Background: an optimization exercise with open tools, aiming at small area. Do not read the settings as production practice. Function not checked in this run: the RTL went through the layout flow alone. Power is estimated from default activity; no workload was simulated.

**flow/run.sh**
```bash
#!/bin/bash
# synth_recipe.tcl (not shown) runs the flow's synth.tcl, then flattens the netlist and writes it again
# the make line also repeats each setting of config.mk as NAME=value (left out here)
make -C /OpenROAD-flow-scripts/flow DESIGN_CONFIG=/design/flow/config.mk WORK_HOME=/design/flow/orfs CLKGATE_MAP_FILE= SYNTH_SCRIPT=/design/flow/synth_recipe.tcl finish
```
**flow/config.mk**
```make
export PLATFORM = sky130hd
export DESIGN_NAME = wrapper
export DESIGN_NICKNAME = wrapper
export VERILOG_FILES = /design/flow/design.v
export SDC_FILE = /design/flow/constraint.sdc
export NUM_CORES = 4
export LEC_CHECK = 0
export CAP_MARGIN = 20
export CORE_MARGIN = 2
export CORE_UTILIZATION = 40
export SLEW_MARGIN = 20
```
**flow/constraint.sdc**
```tcl
create_clock -name core_clock -period 5.0 [get_ports {sck}]
set_input_delay 1.0000 -clock core_clock [delete_from_list [all_inputs] [get_ports {sck}]]
set_output_delay 1.0000 -clock core_clock [all_outputs]
set_load 0.01 [all_outputs]
```
**flow/design.v**
```verilog
`timescale 1ns / 1ps
module adc(
    input  sck,  
    input  ws,   
    input  sd,
    input  rst,
    input  start,
    input  flag_in,
    output reg        flag_out,
    output reg [31:0] data
);
    reg [31:0] buffer;
    reg  [4:0] bit_count;
    reg  [1:0] delay;
    reg        state;
    reg        ws_d;  
    always @(posedge sck or posedge rst)begin
        if(rst)begin
            state     <=  1'b0;
            delay     <=  1'b0;
            flag_out  <=  1'b0;
            bit_count <=  5'd0;
            buffer    <= 32'b0;
            data      <= 32'b0;
            ws_d      <=  1'b0;
        end else begin
            ws_d <= ws;
            case(state)
                1'b0: begin
                    state <= start ? 1'b1 : state;
                end
                1'b1: begin
                    if(flag_out && flag_in) begin
                        flag_out  <= 1'b0;
                        bit_count <= 5'd0;
                        delay     <= 1'b0;
                    end
                    else if(!flag_out) begin
                        if(!ws) begin
                            if(!delay) begin
                                delay  <= 1'b1;
                                buffer <= 32'b0;
                            end else begin
                                if(bit_count < 5'd24) begin
                                    buffer[5'd31 - bit_count] <= sd;
                                    bit_count                 <= bit_count + 5'b1;
                                end else begin
                                    bit_count <= 5'd24;
                                end
                            end
                        end else begin
                            bit_count <= 5'd0;
                            delay     <= 1'b0;
                        end
                        if(ws && !ws_d && (bit_count >= 5'd24)) begin
                            data     <= buffer;
                            flag_out <= 1'b1;
                        end
                    end
                end
            endcase
        end
    end
endmodule
`timescale 1ns / 1ps
module mux(
    input clk,
    input rst,
    input start,
    input S_AXIS_tready,
    input [31:0] data1,
    input [31:0] data2,
    input [31:0] data3,
    input [31:0] data4,
    input [31:0] data5,
    input [31:0] data6,
    input [31:0] data7,
    input [31:0] data8,
    input flag1_in,
    input flag2_in,
    input flag3_in,
    input flag4_in,
    input flag5_in,
    input flag6_in,
    input flag7_in,
    input flag8_in,
    output reg [127:0] S_AXIS_tdata,
    output reg S_AXIS_tvalid,
    output reg S_AXIS_tlast,
    output reg flag1_out,
    output reg flag2_out,
    output reg flag3_out,
    output reg flag4_out,
    output reg flag5_out,
    output reg flag6_out,
    output reg flag7_out,
    output reg flag8_out
);
    reg [2:0] state;
    localparam S_IDLE   = 3'd0;
    localparam S_CHECK  = 3'd1;
    localparam S_TRANS1 = 3'd2;
    localparam S_TRANS2 = 3'd3;
    always @(posedge clk or posedge rst)begin
        if(rst)begin
            state <= S_IDLE;
        end else begin
            case(state)
                S_IDLE: begin
                    state <= start ? S_CHECK : S_IDLE;
                end
                S_CHECK: begin
                    state <= (S_AXIS_tready && {flag1_in, flag2_in, flag3_in, flag4_in} == 4'hf) ? S_TRANS1 : S_CHECK;
                end
                S_TRANS1: begin
                    state <= (S_AXIS_tready && {flag5_in, flag6_in, flag7_in, flag8_in} == 4'hf) ? S_TRANS2 : S_TRANS1;
                end
                S_TRANS2: begin
                    state <= S_IDLE;
                end
                default: begin
                    state <= S_IDLE;
                end
            endcase
        end
    end
    always @(posedge clk or posedge rst)begin
        if(rst)begin
            S_AXIS_tvalid <=   1'b0;
            S_AXIS_tlast  <=   1'b0;
            S_AXIS_tdata  <= 128'd0;
            {flag1_out, flag2_out, flag3_out, flag4_out, flag5_out, flag6_out, flag7_out, flag8_out} <= 8'h00;
        end else begin
            case(state)
                S_IDLE: begin
                    S_AXIS_tvalid <=   1'b0;
                    S_AXIS_tlast  <=   1'b0;
                end
                S_CHECK: begin
                    S_AXIS_tvalid <= 1'b0;
                    S_AXIS_tlast  <= 1'b0;
                    {flag1_out, flag2_out, flag3_out, flag4_out, flag5_out, flag6_out, flag7_out, flag8_out} <= 8'hff;
                end
                S_TRANS1: begin
                    S_AXIS_tdata  <= {data4, data3, data2, data1};
                    S_AXIS_tvalid <= 1'b1;
                    S_AXIS_tlast  <= 1'b0;
                    {flag1_out, flag2_out, flag3_out, flag4_out} <= 4'h0;
                end
                S_TRANS2: begin
                    S_AXIS_tdata  <= {data8, data7, data6, data5};
                    S_AXIS_tvalid <= 1'b1;
                    S_AXIS_tlast  <= 1'b1;
                    {flag5_out, flag6_out, flag7_out, flag8_out} <= 4'h0;
                end
                default: begin
                    S_AXIS_tvalid <=   1'b0;
                    S_AXIS_tlast  <=   1'b0;
                    S_AXIS_tdata  <= 128'd0;
                    {flag1_out, flag2_out, flag3_out, flag4_out, flag5_out, flag6_out, flag7_out, flag8_out} <= 8'h00;
                end
            endcase
        end
    end
endmodule
module wrapper(
  input sck,
  input ws,
  input rst,
  input start,
  input S_AXIS_tready,
  input [7:0]sd,
  output   [7:0] flag_mux_to_adc_debug,
  output   [7:0] flag_adc_to_mux_debug,
  output [127:0] S_AXIS_tdata,
  output         S_AXIS_tvalid,
  output         S_AXIS_tlast,
  output [255:0] data_debug
);
  wire [31:0] data [0:7];
  wire  [7:0] flag_adc_to_mux;
  wire  [7:0] flag_mux_to_adc;
  assign flag_mux_to_adc_debug = flag_mux_to_adc;
  assign flag_adc_to_mux_debug = flag_adc_to_mux;
  assign data_debug = {data[7], data[6], data[5], data[4], data[3], data[2], data[1], data[0]};
  genvar i;
  generate
    for (i=0; i<8; i=i+1) begin : adc_inst
      adc u_adc (
        .sck(sck),
        .ws(ws),
        .sd(sd[i]),
        .rst(rst),
        .start(start),
        .data(data[i]),
        .flag_in(flag_mux_to_adc[i]),
        .flag_out(flag_adc_to_mux[i])
      );
    end
  endgenerate
  mux m0(
    .clk(sck),
    .rst(rst),
    .start(start),
    .data1(data[0]),
    .data2(data[1]),
    .data3(data[2]),
    .data4(data[3]),
    .data5(data[4]),
    .data6(data[5]),
    .data7(data[6]),
    .data8(data[7]),
    .flag1_in(flag_adc_to_mux[0]),
    .flag2_in(flag_adc_to_mux[1]),
    .flag3_in(flag_adc_to_mux[2]),
    .flag4_in(flag_adc_to_mux[3]),
    .flag5_in(flag_adc_to_mux[4]),
    .flag6_in(flag_adc_to_mux[5]),
    .flag7_in(flag_adc_to_mux[6]),
    .flag8_in(flag_adc_to_mux[7]),
    .S_AXIS_tdata(S_AXIS_tdata),
    .S_AXIS_tvalid(S_AXIS_tvalid),
    .S_AXIS_tlast(S_AXIS_tlast),
    .S_AXIS_tready(S_AXIS_tready),
    .flag1_out(flag_mux_to_adc[0]),
    .flag2_out(flag_mux_to_adc[1]),
    .flag3_out(flag_mux_to_adc[2]),
    .flag4_out(flag_mux_to_adc[3]),
    .flag5_out(flag_mux_to_adc[4]),
    .flag6_out(flag_mux_to_adc[5]),
    .flag7_out(flag_mux_to_adc[6]),
    .flag8_out(flag_mux_to_adc[7])
);
endmodule
```
==> metrics.cfg <==
[min_path]
hp-class=register to register

[setup_path]
cp.required_ns=4.00
crit_slowest_cell=dfrtp_1
cp_max_fo=17
critical_path.max_stage_delay_ns=0.87
path_class=register to output pin
cpLargestDelayFamily=flip-flops
end_kind=output pin
cp.arrival_ns=2.16
cp.buffers_inverters=1
critPathLaunchType=register
path_cells=clkdlybuf4s50_1

[clocking]
cts-root-buf=clkbuf_16
clock_latency_ns=0.62
holdBufCountCts=0
clk_pin_slew_worst_paths_ns=0.06
post_cts.repair.setup_buffers=0
cts_sinks=711
ctsResizeCount=0
cts_tree=yes
clockBufferDepth=3
numCtsBuffers=80
htreeDepth=3

[sta]
max_slew_margin_pct=27.6
tightest_slew_ns=1.08
hold_viol=0
fin_ws_ns=1.84
finalMaxSlewViolations=0
rsz0062_at_grt=false
fin_crit_ns=3.16
whs_ns=0.474
skew_ns=0.0205
setup_viol=0
fin_crit_sh_pct=63.2
fmax_mhz=316

[drt]
wl_mm=97.3
drt_pass1_iterations=6
drc_errors=0
drt_iter0_drc=2154
vias=24600
wl_per_cell_um=22.6
postRouteAntennaNets=0
via_per_inst=5.71

[cells_and_area]
multi_input_area_um2=12900
fin_area_um2=39500
seqCellArea_um2=17800
stdcell_count=4313
syn_to_final_growth_pct=24.0
antennaDiodeCount=0
drive_above_1_share_pct=14.9
finish.net_count=3248
final_common_cell=dfrtp_1
filler_cell_count=7030
final_cell_mix=dfrtp_1 (711), clkdlybuf4s50_1 (413), o21ai_0 (342)

[die]
top_level_ports=415
die_w_um=286
start_util_pct=40.4
coreArea_um2=78900
fp.dieH_um=286
rows=103
fp.dieArea_um2=81900

[synthesis]
syn-cell-area_um2=31900
yosys_warnings=3
ys.flop_type=dfrtp_1
synthCells=2873
synth_edf_count=0
async_flop_share_pct=100
ys_seq_elements=711
yosysUniqueCellTypes=83
syn_area_per_cell_um2=11.1
syn_nets=2919
ys_seq_area_share_pct=55.9

[global_route]
grt_remaining_overflow=0
grt_pass1_vias=24600
grt_pass1_wl_mm=152
antenna_found_initial=2
grt_max_degree=112
grt_use_total_pct=23.5

[run]
cap_violations=0

[placement]
post-dp-hpwl_mm=70.2
place_congestion=0.895
pre_cts_ws_ns=1.26
placed_area_um2=36800
dp.cells=4170
port-buffer-count=414

[power_and_ir_drop]
ir_drop_v=0.000246
p_per_area_nw_per_um2=326
total_leakage_power_nw=17.1

[status]
status=no timing/DRC/antenna violations

==> synthesized netlist by cell type, drive strengths merged, types with 12 or more instances <==
library cell	number	area, um2
inv	71	267
clkbuf	128	483
o31ai	15	113
nor3	36	180
ha	33	413
mux2	259	2920
or2	22	138
and2	20	128
nand3	74	370
nand2b	19	119
nand4	39	244
and3	17	106
o22ai	32	200
o21ai	346	1740
a21o	21	158
a21oi	48	240
nor2b	21	131
o311ai	12	105
nor3b	22	236
a32o	17	170
nor2	53	199
buf	76	438
a31oi	24	150
o211ai	175	1310
nand2	298	1130
dfrtp	711	17800
o211a	15	150
xnor2	30	282
a22oi	129	968
==> sequential cells by signal (all words and copies together) (netlist names), 2 cells and up <==
signal,flops
adc_inst.u_adc.bit_count,40
adc_inst.u_adc.buffer,256
adc_inst.u_adc.flag_out,8
m0.state,2
m0.S_AXIS_tdata,128
adc_inst.u_adc.delay,8
adc_inst.u_adc.data,256
adc_inst.u_adc.state,8
==> per-layer routing <==
metal	global-route usage [%]	up-vias	part of all wire, %
met4	5.33	2	1.9
met1	32.5	12500	44
met2	39.1	738	49
met3	3.56	124	4.8
met5	0	-	0.011
li1	-	11200	-
==> area by class of cell <==
cell class                 instances  share of cell area (%)
clock buffer                     116                    6.05
inverter                          75                   0.722
tap                             1050                    3.32
sequential                       711                    45.0
clock inverter                    27                   0.700
timing repair buffer             451                    11.5
multi-input combinational       1883                    32.7
==> where the power goes <==
group,switching (mW),internal (mW)
Sequential,0.135,5.83
Clock,2.36,3.57
Combinational,0.726,0.263
Total,3.22,9.67
==> tightest hold or removal path, cell delays in order, from the launching register on <==
cell and delay, ns:
dfrtp_1 0.34, nand2_1 0.05, o21ai_0 0.06
==> final timing paths <==
path	cells after the start	end	from	slack, ns
min in group asynchronous	2	m0.S_AXIS_tdata[29]	rst	0.87
worst max register to register	6	adc_inst[5].u_adc.buffer[24]	adc_inst[5].u_adc.bit_count[0]	2.35
worst min register to register	2	m0.S_AXIS_tdata[127]	m0.S_AXIS_tdata[127]	0.47
worst min-delay path	2	m0.S_AXIS_tdata[127]	m0.S_AXIS_tdata[127]	0.47
max in group asynchronous	4	adc_inst[3].u_adc.data[15]	rst	3.08
worst max-delay path	1	flag_mux_to_adc_debug[7]	m0.flag8_out	1.84
==> stage by stage <==
stage               util [%]  power (mW)  setup TNS [ns]
floorplan                  -        6.73        -4078.18
global placement        46.7        7.05               0
detailed placement      46.7        7.07               0
CTS                     50.1        13.0               0
global route            50.1        13.4               0
finish                  50.1        12.9               0
==> cell families after synthesis <==
family,count (synthesis),synth area share (%)
AOI/OAI and AO/OA,895,18.4
xor gates and xnor gates,35,1.02
adders and majority gates,33,1.30
buffers and inverters,279,3.77
DFF,711,55.9
muxes,265,9.34
and+or+nand+nor,655,10.3

-- re-timing with driven ports --
How much do the figures lean on ideal ports? The routed layout below was timed once more, with nothing changed but the port constraints.
Step 1 assumes that a clkbuf_16 drives the clock port and a buf_2 every other input.
Step 2 moves the port delays by t, midway between the first and last clock arrival at a register: inputs arrive t later, outputs are due t later. That takes back most of the time a late clock gives input paths.
Slacks: no drivers / after step 1 / after step 2; pairs: no drivers / after step 1.
shift t [ns]: 0.669
setup WS [ns]: 1.840 / 1.778 / 1.329
cell pins on the clock port's net: 1
After both steps setup and hold are still met in this run. For this run, drivers alone change the setup slack by -0.062 ns; drivers and shift together by -0.511 ns.
